This design comes from an exercise in tuning for small area and a short achievable clock period on the open sky130 flow, not from production work.
Function was checked by simulation only, so behaviour that the tests miss may differ from the original.
No activity file was given, so power comes from the tool's default toggle rates.

### flow/config.mk
export PLATFORM = sky130hd
export DESIGN_NAME = Top_Level
export DESIGN_NICKNAME = Top_Level
export VERILOG_FILES = /design/flow/design.v
export SDC_FILE = /design/flow/constraint.sdc
export NUM_CORES = 4
export LEC_CHECK = 0
export CAP_MARGIN = 20
export CORE_MARGIN = 2
export CORE_UTILIZATION = 40
export SLEW_MARGIN = 20
### flow/constraint.sdc
create_clock -name core_clock -period 7.0 [get_ports {clk}]
set_input_delay 1.4000 -clock core_clock [delete_from_list [all_inputs] [get_ports {clk}]]
set_output_delay 1.4000 -clock core_clock [all_outputs]
set_load 0.01 [all_outputs]
### flow/design.v
`timescale 1ns / 1ps
module Adder(
  input [31:0] a, 
  input[31:0] b,
  output [31:0] out
);
  assign out = a + b;
endmodule 
`timescale 1ns / 1ps
module mux(
  input [31:0] in1,
  input [31:0] in2,
  input sel,
  output [31:0] out
);
	reg [31:0] ouput;
  always @(in1 or in2 or sel)
  begin
    if (sel)
      ouput <= in2;
    else
      ouput <= in1;
  end
  assign out = ouput;
endmodule 
`timescale 1ns / 1ps
module mux2(
  input [31:0] in1,
  input [31:0] in2, 
  input [31:0]  in3, 
  input [1:0] sel,
  output [31:0] out
);
  wire [31:0] tempResult;
  mux m1 (.in1(in1), .in2(in2), .sel(sel[0]), .out(tempResult));
  mux m2 (.in1(tempResult), .in2(in3), .sel(sel[1]), .out(out));
endmodule 
`timescale 1ns / 1ps
module PC(
  input clk, 
  input reset, 
  input [31:0] PC_In,
  output [31:0] PC_Out
);
	reg [31:0]pc_out;
  always @(posedge reset or posedge clk)
  begin
    if(reset)
      pc_out<= 31'd0;
    else
      pc_out <= PC_In;
  end
  assign PC_Out = pc_out;
endmodule 
`timescale 1ns / 1ps
module IDRegister(
  input [31:0] PC_in,
  input [31:0] ins_in,
  input clk,
  input reset,
  output [31:0] PC_out, 
  output [31:0] ins_out 
);
	reg [31:0] pc,ins;
  always @(posedge reset or posedge clk)
  begin
    if(reset)
      begin
        ins <= 32'b0;
        pc <= 32'b0;
      end
    else
      begin
        pc <= PC_in;
        ins <= ins_in;
      end
  end
  assign PC_out = pc;
  assign ins_out = ins;
endmodule 
`timescale 1ns / 1ps
module Decoder(
  input [31:0] Instruction,
  output [6:0] opcode,
  output [4:0] rd,
  output [2:0] funct3,
  output [4:0] rs1,
  output [4:0] rs2,
  output [6:0] funct7,
  output [11:0] imm
);
  assign opcode = Instruction[6:0];
  assign rd = Instruction[11:7];
  assign funct3 = Instruction[14:12];
  assign rs1 = Instruction[19:15];
  assign rs2 = Instruction[24:20];
  assign funct7 = Instruction[31:25];
  assign imm = Instruction[31:20];
endmodule 
`timescale 1ns / 1ps
module Control_Unit(
  input[6:0] Opcode,
  output Branch, 
  output MemRead, 
  output MemtoReg, 
  output MemWrite, 
  output ALUSrc, 
  output RegWrite, 
  output [1:0] ALUOp 
);
	reg branch, memRead, memtoReg, memWrite, aLUSrc, regWrite;
	reg [1:0] aLUOp;
  always @(Opcode)
  begin
    if(Opcode == 7'b0110011)
    begin
      aLUSrc <= 0;
      memtoReg <= 0;
      regWrite <= 1;
      memRead <= 0;
      memWrite <= 0;
      branch <= 0;
      aLUOp <= 2'b10;
    end
    else if(Opcode == 7'b0000011)
    begin
      aLUSrc <= 1;
      memtoReg <= 1;
      regWrite <= 1;
      memRead <= 1;
      memWrite <= 0;
      branch <= 0;
      aLUOp <= 2'b00;
    end
    else if(Opcode == 7'b0100011)
    begin
      aLUSrc <= 1;
      memtoReg <= 1;
      regWrite <=0;
      memRead <= 0;
      memWrite <= 1;
      branch <= 0;
      aLUOp <= 2'b00;
    end
    else if(Opcode == 7'b1100011)
    begin
      aLUSrc <= 0;
      memtoReg <= 0;
      regWrite <=0;
      memRead <= 0;
      memWrite <= 0;
      branch <= 1;
      aLUOp <= 2'b01;
    end
    else
    begin
      aLUSrc <= 0;
      memtoReg <= 0;
      regWrite <=0;
      memRead <= 0;
      memWrite <= 0;
      branch <= 0;
      aLUOp <= 2'b00;
    end
  end
  assign Branch = branch; 
  assign MemRead=memRead;
  assign MemtoReg= memtoReg;
  assign MemWrite= memWrite;
  assign ALUSrc= aLUSrc;
  assign RegWrite= regWrite;
  assign ALUOp = aLUOp;
endmodule 
`timescale 1ns / 1ps
module RegisterFile(
  input[4:0] rs1, 
  input[4:0] rs2, 
  input[4:0] rd, 
  input[31:0] writeData, 
  input regWrite, 
  input clk, 
  input reset,
  output[31:0] ReadData1,
  output [31:0] ReadData2 
);
  reg [31:0] registerArr [31:0];
  always @(posedge reset or posedge clk)
  begin
    if(reset)
      begin
        registerArr[0] <= 32'd0;
        registerArr[1] <= 32'd0;
        registerArr[2] <= 32'd0;
        registerArr[3] <= 32'd0;
        registerArr[4] <= 32'd0;
        registerArr[5] <= 32'd0;
        registerArr[6] <= 32'd0;
        registerArr[7] <= 32'd0;
        registerArr[8] <= 32'd0;
        registerArr[9] <= 32'd0;
        registerArr[10] <= 32'd15;
        registerArr[11] <= 32'd0;
        registerArr[12] <= 32'd0;
        registerArr[13] <= 32'd0;
        registerArr[14] <= 32'd0;
        registerArr[15] <= 32'd0;
        registerArr[16] <= 32'd0;
        registerArr[17] <= 32'd0;
        registerArr[18] <= 32'd0;
        registerArr[19] <= 32'd0;
        registerArr[20] <= 32'd0;
        registerArr[21] <= 32'd4;
        registerArr[22] <= 32'd0;
        registerArr[23] <= 32'd0;
        registerArr[24] <= 32'd0;
        registerArr[25] <= 32'd0;
        registerArr[26] <= 32'd0;
        registerArr[27] <= 32'd0;
        registerArr[28] <= 32'd0;
        registerArr[29] <= 32'd0;
        registerArr[30] <= 32'd0;
        registerArr[31] <= 32'd0;
      end
    else
    begin
      if(regWrite)
      begin
        registerArr[rd] <= writeData;
      end
    end
  end
  assign ReadData1 = registerArr[rs1];
  assign ReadData2 = registerArr[rs2];
endmodule 
`timescale 1ns / 1ps
module Sign_Entender(
		input[11:0]immediate,
		output[31:0] signExtend
    );
	  assign signExtend = {{20{immediate[11]}}, immediate};
endmodule 
`timescale 1ns / 1ps
module EXRegister(
  input [31:0] PC_in,
  input[31:0] data1_in,
  input[31:0] data2_in,
  input[31:0] immData_in, 
  input[4:0] rs1_in, 
  input[4:0] rs2_in, 
  input[4:0] rd_in,
  input[3:0] Funct_in,
	 input Branch_in, input MemRead_in, 
	 input MemtoReg_in, input MemWrite_in, 
	 input ALUSrc_in, input RegWrite_in, 
	 input[1:0] ALUOp_in, 
	 input clk, input reset,
   output[31:0] PC,
   output[31:0] data1,
   output[31:0] data2,
   output[31:0] immData, 
   output[4:0] rs1, 
   output[4:0] rs2, 
   output[4:0] rd,
   output[3:0] Funct,
          output Branch, output MemRead, 
			 output MemtoReg, output MemWrite, 
			 output ALUSrc, output RegWrite,
          output [1:0] ALUOp 
);
	reg [31:0] PC_out,data1_out,data2_out,immData_out;
         reg [4:0] rs1_out,  rs2_out, rd_out;
         reg [3:0] Funct_out;
         reg Branch_out, MemRead_out, MemtoReg_out, MemWrite_out, ALUSrc_out, RegWrite_out;
         reg [1:0] ALUOp_out ;
  always @(posedge reset or posedge clk)
  begin
    if(reset)
      begin
        PC_out <= 64'b0;
        data1_out <= 64'b0;
        data2_out <= 64'b0;
        immData_out <= 64'b0;
        rs1_out <= 5'b0;
        rs2_out <= 5'b0;
        rd_out <= 5'b0;
        Funct_out <= 4'b0;
        Branch_out <= 1'b0;
        MemRead_out <= 1'b0;
        MemtoReg_out <= 1'b0;
        MemWrite_out <= 1'b0;
        ALUSrc_out <= 1'b0;
        RegWrite_out <= 1'b0;
        ALUOp_out <= 2'b0;
      end
    else
      begin
        PC_out <= PC_in;
        data1_out <= data1_in;
        data2_out <= data2_in;
        immData_out <= immData_in;
        rs1_out <= rs1_in;
        rs2_out <= rs2_in;
        rd_out <= rd_in;
        Funct_out <= Funct_in;
        Branch_out <= Branch_in;
        MemRead_out <= MemRead_in;
        MemtoReg_out <= MemtoReg_in;
        MemWrite_out <= MemWrite_in;
        ALUSrc_out <= ALUSrc_in;
        RegWrite_out <= RegWrite_in;
        ALUOp_out <= ALUOp_in;
      end
  end
   assign PC=PC_out;
   assign data1=data1_out;
   assign data2= data2_out;
   assign immData= immData_out; 
   assign rs1= rs1_out; 
   assign rs2= rs2_out; 
   assign rd=rd_out;
   assign Funct= Funct_out;
   assign Branch= Branch_out; 
	assign MemRead= MemRead_out;
	assign MemtoReg=MemtoReg_out; 
	assign MemWrite= MemWrite_out; 
	assign ALUSrc= ALUSrc_out; 
	assign RegWrite= RegWrite_out;
   assign ALUOp= ALUOp_out; 
endmodule 
`timescale 1ns / 1ps
module ALU_Control(
  input[1:0] ALUOp, 
  input [3:0] Funct,
  output [3:0] Op
);
	reg [3:0] Operation;
  always @(ALUOp or Funct)
  begin
    Operation = 4'b1111;
    if(ALUOp == 2'b00)
      Operation = 4'b0010;
    else if(ALUOp == 2'b01)
      Operation = 4'b0110;
    else if(ALUOp == 2'b10)
    begin
      if(Funct == 4'b0000)
        Operation = 4'b0010;
      else if(Funct == 4'b1000)
        Operation = 4'b0110;
      else if(Funct == 4'b0111)
        Operation = 4'b0000;
      else if(Funct == 4'b0110)
        Operation = 4'b0001;
    end
  end
  assign Op= Operation;
endmodule 
module ForwardingUnit(
  input [4:0] rdMem,
  input regWriteMem, 
  input [4:0] rdWb, 
  input regWriteWb, 
  input [4:0] rs1, 
  input [4:0] rs2,
  output [1:0] For_A, 
  output [1:0] For_B
);
		reg [1:0] ForwardA;
		reg [1:0] ForwardB;
	  always @(rdMem or rdWb or regWriteMem or regWriteWb or rs1 or rs2)
	  begin
		 if (regWriteMem && (rdMem !== 5'b0) && (rdMem === rs2))
			ForwardB = 2'b10;
		 else if (regWriteWb && (rdWb !== 5'b0) && (rdWb === rs2))
			ForwardB <= 2'b01;
		 else
			ForwardB <= 2'b00;
		 if (regWriteMem && (rdMem !== 5'b0) && (rdMem === rs1))
			ForwardA <= 2'b10;
		 else if (regWriteWb && (rdWb !== 5'b0) && (rdWb === rs1))
			ForwardA <= 2'b01;
		 else
			ForwardA <= 2'b00;
	  end
	  assign For_A = ForwardA;
	  assign For_B = ForwardB;
endmodule 
module ALU_32_bit(
  input [31:0] a, 
  input [31:0] b, 
  input [3:0] ALUOp,
  output [31:0] Result, 
  output zero
);
	 reg [31:0] result;
    always @* begin
        case (ALUOp)
            4'b0110: result = a - b;
            4'b0010: result = a + b;
            4'b0110: result = a - b;
            4'b0000: result = a & b;
            4'b0001: result = a | b;
            4'b0111: result = (a < b) ? 32'b1 : 32'b0;
				4'b1111: 
				begin
					result = ALUOp ^ ALUOp;
            end
            default: result = 32'b0;  
        endcase
    end
    assign zero = (result == 32'b0);  
    assign Result = result;  
endmodule
module MEMRegister(
  input [31:0] PC_in,
            input [31:0] aluResult_in,
            input [31:0] data2_in,
             input [4:0] rd_in,
             input Branch_in, input MemRead_in,input MemtoReg_in,input MemWrite_in,input RegWrite_in,input zero_in,
             input clk,input reset,
  output[31:0] PC,
  output[31:0] aluResult,
  output[31:0] data2,
  output[4:0] rd,
  output Branch, output MemRead, output MemtoReg,output MemWrite,output RegWrite,output zero
);
		   reg [31:0] PC_out;
         reg [31:0] aluResult_out;
         reg [31:0] data2_out;
         reg [4:0] rd_out;
         reg Branch_out, MemRead_out, MemtoReg_out, MemWrite_out,RegWrite_out,zero_out;
  always @(posedge reset or posedge clk)
  begin
    if(reset)
      begin
        PC_out <= 64'b0;
        aluResult_out <= 64'b0;
        data2_out <= 64'b0;
        rd_out <= 5'b0;
        Branch_out <= 1'b0;
        MemRead_out <= 1'b0;
        MemtoReg_out <= 1'b0;
        MemWrite_out <= 1'b0;
        RegWrite_out <= 1'b0;
        zero_out <= 1'b0;
      end
    else
      begin
        PC_out <= PC_in;
        aluResult_out <= aluResult_in;
        data2_out <= data2_in;
        rd_out <= rd_in;
        Branch_out <= Branch_in;
        MemRead_out <= MemRead_in;
        MemtoReg_out <= MemtoReg_in;
        MemWrite_out <= MemWrite_in;
        RegWrite_out <= RegWrite_in;
        zero_out <= zero_in;
      end
  end
		assign PC=PC_out;
		assign aluResult= aluResult_out;
		assign data2 = data2_out;
		assign rd= rd_out;
		assign Branch= Branch_out;
		assign MemRead=MemRead_out;
		assign MemtoReg=MemtoReg_out;
		assign  MemWrite=  MemWrite_out;
		assign RegWrite= RegWrite_out;
		assign zero= zero_out;
endmodule 
`timescale 1ns / 1ps
 module Branch_AND(
	input branch,
	input zero,
	output pc_select
	);
	assign pc_select = branch & zero;
	endmodule
module WBRegister(
			input[31:0] aluResult_in,
			input[31:0] memData_in,
			input[4:0] rd_in,
			input MemtoReg_in,
			input RegWrite_in,
			input clk,input reset,
			output [31:0] aluResult,
			output[31:0] memData,
			output[4:0] rd,
			output MemtoReg,output RegWrite
);
			reg [31:0] aluResult_out,memData_out;
         reg [4:0] rd_out;
         reg MemtoReg_out, RegWrite_out;
  always @(posedge reset or posedge clk)
  begin
    if(reset)
      begin
        aluResult_out <= 64'b0;
        memData_out <= 64'b0;
        rd_out <= 5'b0;
        MemtoReg_out <= 1'b0;
        RegWrite_out <= 1'b0;
      end
    else
      begin
        aluResult_out <= aluResult_in;
        memData_out <= memData_in;
        rd_out <= rd_in;
        MemtoReg_out <= MemtoReg_in;
        RegWrite_out <= RegWrite_in;
      end
  end
	assign aluResult=aluResult_out;
	assign memData=memData_out;
	assign rd=rd_out;
	assign MemtoReg=MemtoReg_out;
	assign RegWrite = RegWrite_out;
endmodule 
`timescale 1ns / 1ps
module Top_Level(
	input clk,
	input reset,
	output[31:0] PC,
	input [31:0] Instruction,
	output [31:0] WriteData,
	output [4:0] WriteReg,
	output RegWrite,
	output [31:0] DataAddr,
	output [31:0] DataOut,
	output MemWrite,
	output MemRead,
	input [31:0] DataIn
    );
 wire [31:0] ALU_Results;
 wire [31:0] pc_mux_out;
PC pc(.clk(clk), .reset(reset),
  .PC_In(pc_mux_out),
  .PC_Out(PC)
	);
	wire [31:0] adder_out;
Adder adder(
  .a(PC), 
  .b(1),
  .out(adder_out)
  );
		wire [31:0] BranchPC_In;
		wire [31:0] pcMEM;
		wire pc_sel;
mux pc_select(
  .in1(adder_out),
  .in2(pcMEM),
  .sel(pc_sel),
  .out(pc_mux_out)
);
	wire [31:0]PC_IF, Instruction_IF;
IDRegister if_id(
  .PC_in(PC),
  .ins_in(Instruction),
  .clk(clk),
  .reset(reset),
  .PC_out(PC_IF), 
  .ins_out(Instruction_IF) 
);
	wire [6:0] opcode,funct7; wire [4:0]rd,rs1,rs2; wire [2:0] funct3;
	wire [11:0] imm;
Decoder decoder(
  .Instruction(Instruction_IF),
  .opcode(opcode),
  .rd(rd),.rs1(rs1),.rs2(rs2),
  .funct3(funct3),
  .funct7 (funct7),
  .imm(imm)
);
	wire branch,memRead,memToReg,memWrite,regWrite,aluSrc;
	wire [1:0] aluOp;
Control_Unit control(
  .Opcode(opcode),
  .Branch(branch), 
  .MemRead(memRead), 
  .MemtoReg(memToReg), 
  .MemWrite(memWrite), 
  .ALUSrc(aluSrc), 
  .RegWrite(regWrite), 
  .ALUOp (aluOp)
);
	wire[31:0] ReadData1,ReadData2;
RegisterFile regFile(
  .rs1(rs1), 
  .rs2(rs2), 
  .rd(rdWB), 
  .writeData(WriteData), 
  .regWrite(RegWriteWB), 
  .clk(clk), .reset(reset),
  .ReadData1(ReadData1),
  .ReadData2(ReadData2) 
);
	wire [31:0] imm_extended;
Sign_Entender signExtend(
		.immediate(imm),
		.signExtend(imm_extended)
    );
		wire [31:0] PC_out,data1_out,data2_out,immData_out;
		wire [4:0] rs1_out,  rs2_out, rd_out;
		wire [3:0] Funct_out;
		wire Branch_out, MemRead_out, MemtoReg_out, MemWrite_out, ALUSrc_out, RegWrite_out;
		wire [1:0] ALUOp_out ;
EXRegister	ID_EX(
  .PC_in(PC_IF),
  .data1_in(ReadData1),
  .data2_in(ReadData2),
  .immData_in(imm_extended), 
  .rs1_in(rs1), 
  .rs2_in(rs2), 
  .rd_in(rd),
  .Funct_in({Instruction_IF[31],funct3}),
  .Branch_in(branch), .MemRead_in(memRead), 
  .MemtoReg_in(memToReg), .MemWrite_in(memWrite), 
	.ALUSrc_in(aluSrc),.RegWrite_in(regWrite), 
	 .ALUOp_in(aluOp), 
	 .clk(clk),. reset(reset),
   .PC(PC_out),
   .data1(data1_out),
   .data2(data2_out),
   .immData(immData_out), 
   .rs1(rs1_out), 
   .rs2(rs2_out), 
   .rd(rd_out),
   .Funct(Funct_out),
	.Branch(Branch_out),.MemRead(MemRead_out), 
	.MemtoReg(MemtoReg_out),.MemWrite(MemWrite_out), 
	.ALUSrc(ALUSrc_out),.RegWrite(RegWrite_out),
	.ALUOp(ALUOp_out) 
);
  wire [3:0] Op;
ALU_Control aluCt(
	.ALUOp(ALUOp_out), 
	.Funct(Funct_out), 
	.Op(Op)
);
Adder adder1(
		.a(PC_out), 
		.b(immData_out), 
		.out(BranchPC_In)
  );
  wire [31:0] aluResultMEM,updatedData1 ;
  wire [1:0] ForwardA;
  mux2 data1ForwardingMux (
	  .in1(data1_out), 
	  .in2(WriteData), 
	  .in3(aluResultMEM), 
	  .sel(ForwardA), 
	  .out(updatedData1)
  );
  wire [1:0] ForwardB;
  wire [31:0] updatedData2;
  mux2 data2ForwardingMux (
	  .in1(data2_out), 
	  .in2(WriteData),
	  .in3(aluResultMEM),
	  .sel(ForwardB), 
	  .out(updatedData2)
  );
  wire [4:0] rdMEM,rdWB;
  wire RegWriteMEM,RegWriteWB;
  ForwardingUnit fwd(
	  .rdMem(rdMEM), 
	  .regWriteMem(RegWriteMEM), 
	  .rdWb(rdWB),
	  .regWriteWb(RegWriteWB), 
	  .rs1(rs1_out), .rs2(rs2_out), 
	  .For_A(ForwardA), 
	  .For_B(ForwardB)
  );
  wire [31:0]ReadData3;
  mux aluSrcMux(
	  .in1(updatedData2), 
	  .in2(immData_out), 
	  .out(ReadData3), 
	  .sel(ALUSrc_out)
  );
  wire zero;
 ALU_32_bit main_alu(
  .a(updatedData1), 
  .b(ReadData3), 
  .ALUOp(Op),
  .Result(ALU_Results), 
  .zero(zero)
);
  wire[31:0] data2MEM;
  wire BranchMEM,MemReadMEM, MemtoRegMEM,MemWriteMEM, zeroMEM;
  MEMRegister memReg(
		.clk(clk), 
	  .reset(reset), 
	  .PC_in(BranchPC_In),
	  .aluResult_in(ALU_Results), 
	  .data2_in(updatedData2),
		.rd_in(rd_out), 
		.Branch_in(Branch_out), 
		.MemRead_in(MemRead_out), 
		.MemtoReg_in(MemtoReg_out), 
		.MemWrite_in(MemWrite_out), 
		.RegWrite_in(RegWrite_out), 
		.zero_in(zero),
		 .aluResult(aluResultMEM), 
		 .data2(data2MEM), 
		 .rd(rdMEM),
		 .Branch(BranchMEM), 
		 .MemRead(MemReadMEM),
		 .MemtoReg(MemtoRegMEM), 
		 .MemWrite(MemWriteMEM),
		 .RegWrite(RegWriteMEM),
		 .PC(pcMEM), 
		 .zero(zeroMEM)
	 );
  wire [31:0] MemRead_Data;
  assign DataAddr = aluResultMEM;
  assign DataOut = data2MEM;
  assign MemWrite = MemWriteMEM;
  assign MemRead = MemReadMEM;
  assign MemRead_Data = MemReadMEM ? DataIn : 32'b0;
 Branch_AND b_and(
	.branch(BranchMEM),
	.zero(zeroMEM),
	.pc_select(pc_sel)
	);
	wire [31:0] aluResultWB,MemRead_DataWB;
	wire MemtoRegWB;
  WBRegister wbReg(
  .clk(clk), 
  .reset(reset),
  .aluResult_in(aluResultMEM), 
  .memData_in(MemRead_Data), 
  .rd_in(rdMEM), 
  .MemtoReg_in(MemtoRegMEM), 
  .RegWrite_in(RegWriteMEM),
  .aluResult(aluResultWB), 
  .memData(MemRead_DataWB), 
  .rd(rdWB),
  .MemtoReg(MemtoRegWB), 
  .RegWrite(RegWriteWB));
  assign WriteReg = rdWB;
  assign RegWrite = RegWriteWB;
  mux memRegMux(
	  .in1(aluResultWB), 
	  .in2(MemRead_DataWB), 
	  .out(WriteData), 
	  .sel(MemtoRegWB)
  );
endmodule 
### flow/run.sh
#!/bin/bash
# synth_recipe.tcl (not shown) runs the flow's synth.tcl, then flattens the netlist and writes it again
# the make line also repeats each setting of config.mk as NAME=value (left out here)
make -C /OpenROAD-flow-scripts/flow DESIGN_CONFIG=/design/flow/config.mk WORK_HOME=/design/flow/orfs CLKGATE_MAP_FILE= SYNTH_SCRIPT=/design/flow/synth_recipe.tcl finish
==> impl_metrics.prom <==
# TYPE chip_impl_metric gauge
chip_impl_metric{name="synth.net_count",unit=""} 7246
chip_impl_info{name="synth.cells.most_frequent",value="sky130_fd_sc_hd__dfrtp_1, sky130_fd_sc_hd__nor2_1, sky130_fd_sc_hd__a21oi_1"} 1
chip_impl_metric{name="cts-htree-levels",unit=""} 4
chip_impl_metric{name="largest_net_degree_at_the_start_of_global_routing",unit=""} 171
chip_impl_info{name="worst_r2r_startpoint",value="memReg.rd_out[2]"} 1
chip_impl_metric{name="detail_route.drc_violations",unit=""} 0
chip_impl_metric{name="mappedNetlistArea",unit="um^2"} 67400
chip_impl_info{name="hold_path.startpoint",value="if_id.pc[11]"} 1
chip_impl_metric{name="slew_headroom",unit="%"} 9.99
chip_impl_metric{name="leakagePower",unit="nW"} 34.0
chip_impl_metric{name="die_w",unit="um"} 415
chip_impl_metric{name="fin_nets",unit=""} 7212
chip_impl_metric{name="rows",unit=""} 150
chip_impl_metric{name="synth-async-reset-ratio",unit="%"} 100
chip_impl_metric{name="synth_seq_area_share",unit="%"} 52.9
chip_impl_metric{name="globalRouteTotalUtil",unit="%"} 37.1
chip_impl_info{name="timing.setup.critical_path_class",value="reg2reg"} 1
chip_impl_info{name="unrepaired_setup_endpoints_after_global_routing",value="false"} 1
chip_impl_metric{name="hold_viol_final",unit=""} 0
chip_impl_metric{name="setup-violations-final",unit=""} 0
chip_impl_info{name="timing.hold.worst.class",value="reg2reg"} 1
chip_impl_metric{name="post_drt_wl_per_cell",unit="um"} 35.0
chip_impl_metric{name="setup-tns-final",unit="ns"} 0
chip_impl_metric{name="synth.yosys.warnings",unit=""} 12
chip_impl_metric{name="drtIter0Drc",unit=""} 12700
chip_impl_metric{name="initial_core_util",unit="%"} 40.3
chip_impl_metric{name="period_minus_slack",unit="ns"} 6.58
chip_impl_metric{name="tritoncts_buffers",unit=""} 155
chip_impl_metric{name="cts_post_setup_buffers_inserted",unit=""} 0
chip_impl_metric{name="crit_path_max_fanout",unit=""} 48
chip_impl_metric{name="dieHeight",unit="um"} 415
chip_impl_metric{name="wl",unit="mm"} 328
chip_impl_metric{name="port-buffer-count",unit=""} 201
chip_impl_metric{name="ir_drop",unit="V"} 0.000277
chip_impl_metric{name="avgViaCountPerCell",unit=""} 6.84
chip_impl_metric{name="grt.overflow.total",unit=""} 0
chip_impl_metric{name="flop_and_latch_count_out_of_synthesis",unit=""} 1425
chip_impl_info{name="yosys.cell_count.top_type",value="sky130_fd_sc_hd__dfrtp_1"} 1
chip_impl_info{name="clk_root_buffer_cell",value="sky130_fd_sc_hd__clkbuf_16"} 1
chip_impl_metric{name="post_synth_num_cell_types",unit=""} 93
chip_impl_info{name="worstSetupStartpoint",value="memReg.rd_out[2]"} 1
chip_impl_metric{name="place_congestion",unit=""} 0.992
chip_impl_metric{name="max_cap_violations",unit=""} 0
chip_impl_metric{name="core",unit="um^2"} 167000
chip_impl_metric{name="post_route_cells_drive_above_1_share",unit="%"} 8.93
chip_impl_info{name="run_status",value="complete, no violations"} 1
chip_impl_metric{name="cts.sinks",unit=""} 1425
chip_impl_metric{name="syn-instance-count",unit=""} 7049
chip_impl_metric{name="final.period_utilization",unit="%"} 93.9
chip_impl_metric{name="clk_latency",unit="ns"} 0.83
chip_impl_metric{name="finClkSkew",unit="ns"} 0.0307
chip_impl_metric{name="cts-root-to-sink-buffers",unit=""} 3
chip_impl_metric{name="tightest_slew",unit="ns"} 1.35
chip_impl_metric{name="ctsResizeCount",unit=""} 0
chip_impl_metric{name="post-dp-hpwl",unit="mm"} 188
chip_impl_metric{name="ant_nets",unit=""} 0
chip_impl_info{name="ys_dominant_reg_cell",value="sky130_fd_sc_hd__dfrtp_1"} 1
chip_impl_info{name="cts_tree",value="built"} 1
chip_impl_metric{name="finalWorstSetupSlack",unit="ns"} 0.424
chip_impl_metric{name="postCtsHoldBufs",unit=""} 0
chip_impl_metric{name="worst_ep_arrival_time",unit="ns"} 7.29
chip_impl_metric{name="final_max_slew_viol_count",unit=""} 0
chip_impl_metric{name="antenna_found_initial",unit=""} 26
chip_impl_metric{name="first_global_vias",unit=""} 59400
chip_impl_metric{name="syn-mean-instance-area",unit="um^2"} 9.56
chip_impl_metric{name="die_area",unit="um^2"} 172000
chip_impl_metric{name="routed-via-count",unit=""} 64000
chip_impl_metric{name="ioPinCount",unit=""} 202
chip_impl_metric{name="synth_largest_type_area_fraction",unit="%"} 52.7
chip_impl_metric{name="synth_edf_count",unit=""} 0
chip_impl_info{name="crit_path_end_kind",value="register"} 1
chip_impl_metric{name="power_per_cell_area",unit="nW/um^2"} 244
chip_impl_metric{name="drt_pre_antenna_iters",unit=""} 11
chip_impl_metric{name="place_ws",unit="ns"} 0.549
chip_impl_info{name="worst_setup_path_start_kind",value="register"} 1
chip_impl_metric{name="synthToLayoutAreaGrowth",unit="%"} 15.8
chip_impl_info{name="synth_top_cells_by_area",value="sky130_fd_sc_hd__dfrtp_1, sky130_fd_sc_hd__a21oi_1, sky130_fd_sc_hd__o21ai_0, sky130_fd_sc_hd__a221oi_1, sky130_fd_sc_hd__nor2_1"} 1
chip_impl_metric{name="fmaxAchievable",unit="GHz"} 0.152
chip_impl_metric{name="global_route_wire_length_before_repair",unit="mm"} 457
chip_impl_info{name="netlist.top_cell.by_area",value="sky130_fd_sc_hd__dfrtp_1"} 1
chip_impl_metric{name="clk_transition_reported_paths",unit="ns"} 0.06
chip_impl_metric{name="cp_data_required_time",unit="ns"} 7.71
[logic make-up (layout without fill, tap and decap cells)]
family                   after synthesis  after routing  share of synthesized area, %
XOR/XNOR                              80             80                          1.04
AO/OA/AOI/OAI                       2676           2676                          26.1
adder cells (fa/ha/maj)              131            131                          2.46
AND/OR/NAND/NOR                     1937           1937                          12.4
multiplexers                          49             49                         0.737
flip-flops                          1425           1425                          52.9
buffers and inverters                751            838                          4.36
other                                  0             24                             0
[sequential cells by signal, summed over array words and instances, names as in the netlist, 2 cells and up]
register / cells
ID_EX.ALUOp_out: 2
ID_EX.Funct_out: 3
ID_EX.PC_out: 32
ID_EX.data1_out: 32
ID_EX.data2_out: 32
ID_EX.immData_out: 12
ID_EX.rd_out: 5
ID_EX.rs1_out: 5
if_id.ins: 32
if_id.pc: 32
memReg.PC_out: 32
memReg.aluResult_out: 32
memReg.data2_out: 32
memReg.rd_out: 5
pc.pc_out: 32
regFile.registerArr: 1024
wbReg.aluResult_out: 32
wbReg.memData_out: 32
wbReg.rd_out: 5
[final timing paths]
check | endpoint | slack, ns | cells past startpoint
max | memReg.zero_out | 0.42 | 21
min | ID_EX.PC_out[11] | 0.34 | 0
max reg2reg | memReg.zero_out | 0.42 | 21
min reg2reg | ID_EX.PC_out[11] | 0.34 | 0
max in group asynchronous | wbReg.MemtoReg_out | 4.34 | 4
min in group asynchronous | if_id.ins[15] | 0.94 | 2
[stage by stage]
step,instance area [um^2],hold WS (ns),cells,utilization (%),total power [mW]
after floorplan,67400,0.331,7049,-,9.76
after global placement,72600,0.332,9053,43.4,10.5
after detailed placement,72700,0.335,9057,43.5,10.5
after CTS,77900,0.343,9335,46.6,19.0
after global routing,78000,0.345,9342,46.7,19.5
final,78100,0.341,9364,46.7,19.0
[worst max-delay path, cell delays in order, from the launching register on]
cell and delay (ns):
sky130_fd_sc_hd__dfrtp_1 0.43, sky130_fd_sc_hd__or4_1 0.51, sky130_fd_sc_hd__o21ai_0 0.35, sky130_fd_sc_hd__nor4_2 0.14
sky130_fd_sc_hd__buf_12 0.19, sky130_fd_sc_hd__nand2_1 0.08, sky130_fd_sc_hd__o21ai_0 0.08, sky130_fd_sc_hd__buf_4 0.15
sky130_fd_sc_hd__mux2_2 0.27, sky130_fd_sc_hd__ha_1 0.44, sky130_fd_sc_hd__a211o_1 0.37, sky130_fd_sc_hd__a31oi_2 0.27
sky130_fd_sc_hd__o21ai_2 0.16, sky130_fd_sc_hd__o22ai_2 0.26, sky130_fd_sc_hd__o21ai_0 0.15, sky130_fd_sc_hd__nor2b_1 0.16
sky130_fd_sc_hd__a311o_1 0.31, sky130_fd_sc_hd__nor4_1 0.52, sky130_fd_sc_hd__or4bb_1 0.56, sky130_fd_sc_hd__or4_1 0.47
sky130_fd_sc_hd__or4_1 0.44, sky130_fd_sc_hd__nor4_2 0.14
[cell usage in the layout (no fill, tap or decap), types with 11 or more instances in the layout]
cell                              synthesis  layout
sky130_fd_sc_hd__dfrtp_1               1420    1418
sky130_fd_sc_hd__nor2b_1                 19      18
sky130_fd_sc_hd__nor2_4                   0      74
sky130_fd_sc_hd__nor2_1                 771     697
sky130_fd_sc_hd__o22ai_1                 16      15
sky130_fd_sc_hd__a211oi_1                13      13
sky130_fd_sc_hd__clkdlybuf4s50_1          0     201
sky130_fd_sc_hd__xnor2_1                 46      46
sky130_fd_sc_hd__nand2b_1                26      24
sky130_fd_sc_hd__a221oi_1               332     332
sky130_fd_sc_hd__o21a_1                  16      16
sky130_fd_sc_hd__a21o_1                  17      17
sky130_fd_sc_hd__and2_1                  39      38
sky130_fd_sc_hd__a22oi_1                320     320
sky130_fd_sc_hd__buf_4                    3     193
sky130_fd_sc_hd__xor2_1                  34      34
sky130_fd_sc_hd__a22o_1                 321     321
sky130_fd_sc_hd__nand3_1                107     107
sky130_fd_sc_hd__o21bai_1                15      15
sky130_fd_sc_hd__diode_2                  0      24
sky130_fd_sc_hd__bufinv_16                0      15
sky130_fd_sc_hd__clkinv_2                 0      20
sky130_fd_sc_hd__clkbuf_8                 4      23
sky130_fd_sc_hd__inv_1                  142     141
sky130_fd_sc_hd__nand2_1                709     699
sky130_fd_sc_hd__mux2i_4                  0      32
sky130_fd_sc_hd__nand4_1                144     144
sky130_fd_sc_hd__a21oi_1                743     743
sky130_fd_sc_hd__clkbuf_1               562      44
sky130_fd_sc_hd__a31oi_1                 12      12
sky130_fd_sc_hd__nor4_1                  16      11
sky130_fd_sc_hd__nor3_1                  39      35
sky130_fd_sc_hd__ha_1                   128     128
sky130_fd_sc_hd__o32a_1                  64      64
sky130_fd_sc_hd__mux2i_1                 44      12
sky130_fd_sc_hd__buf_12                   0      21
sky130_fd_sc_hd__o21ai_0                695     695
sky130_fd_sc_hd__clkbuf_16                0     158
[where the power goes]
group,internal [mW],switching [mW]
Combinational,0.528,1.15
Clock,4.97,3.61
Sequential,8.51,0.274
[routing by layer]
metal	global-route usage [%]	routed length, um	vias up	part of all wire [%]
met5	1.14	448	-	0.14
met4	21.9	25600	28	7.8
met3	16.7	50400	1801	15
met2	52.0	132000	5690	40
met1	46.8	119000	30800	36
li1	-	-	25700	-
[layout make-up]
type                    count  area (um^2)
clock buffers             225         4440
repair buffers            416         3910
multi-input cells        4873        29900
inverters                 144          544
flip-flops and latches   1425        35700
diodes                     24         60.1
fillers                 15600        89100
well taps                2204         2760
clock inverters            53          776

==> what the ideal ports hide <==
The results above use ideal ports. As a check the final layout listed here was re-extracted and re-timed, cells and wires unchanged. Step 1 (the two cells are an assumption about what drives the block):
set clk [get_ports {clk}]
set_driving_cell -lib_cell sky130_fd_sc_hd__clkbuf_16 $clk
set_driving_cell -lib_cell sky130_fd_sc_hd__buf_2 [delete_from_list [all_inputs] $clk]
Step 2, shift: input delay + t, output delay - t, t = (earliest + latest rising clock arrival at the registers) / 2. This alone moves slack from input paths to output paths. a / b / c = ideal ports / drivers / drivers and shift; a / b = the first two.
t (ns): 0.902
slack for setup (ns): 0.424 / 0.424 / 0.424
latest minus earliest clock arrival (ns): 0.037 / 0.038
pins driven straight from the clock port: 1
After both steps setup and hold are still met in this run. For this run, drivers alone change the setup slack by 0.000 ns; drivers and shift together by 0.000 ns.
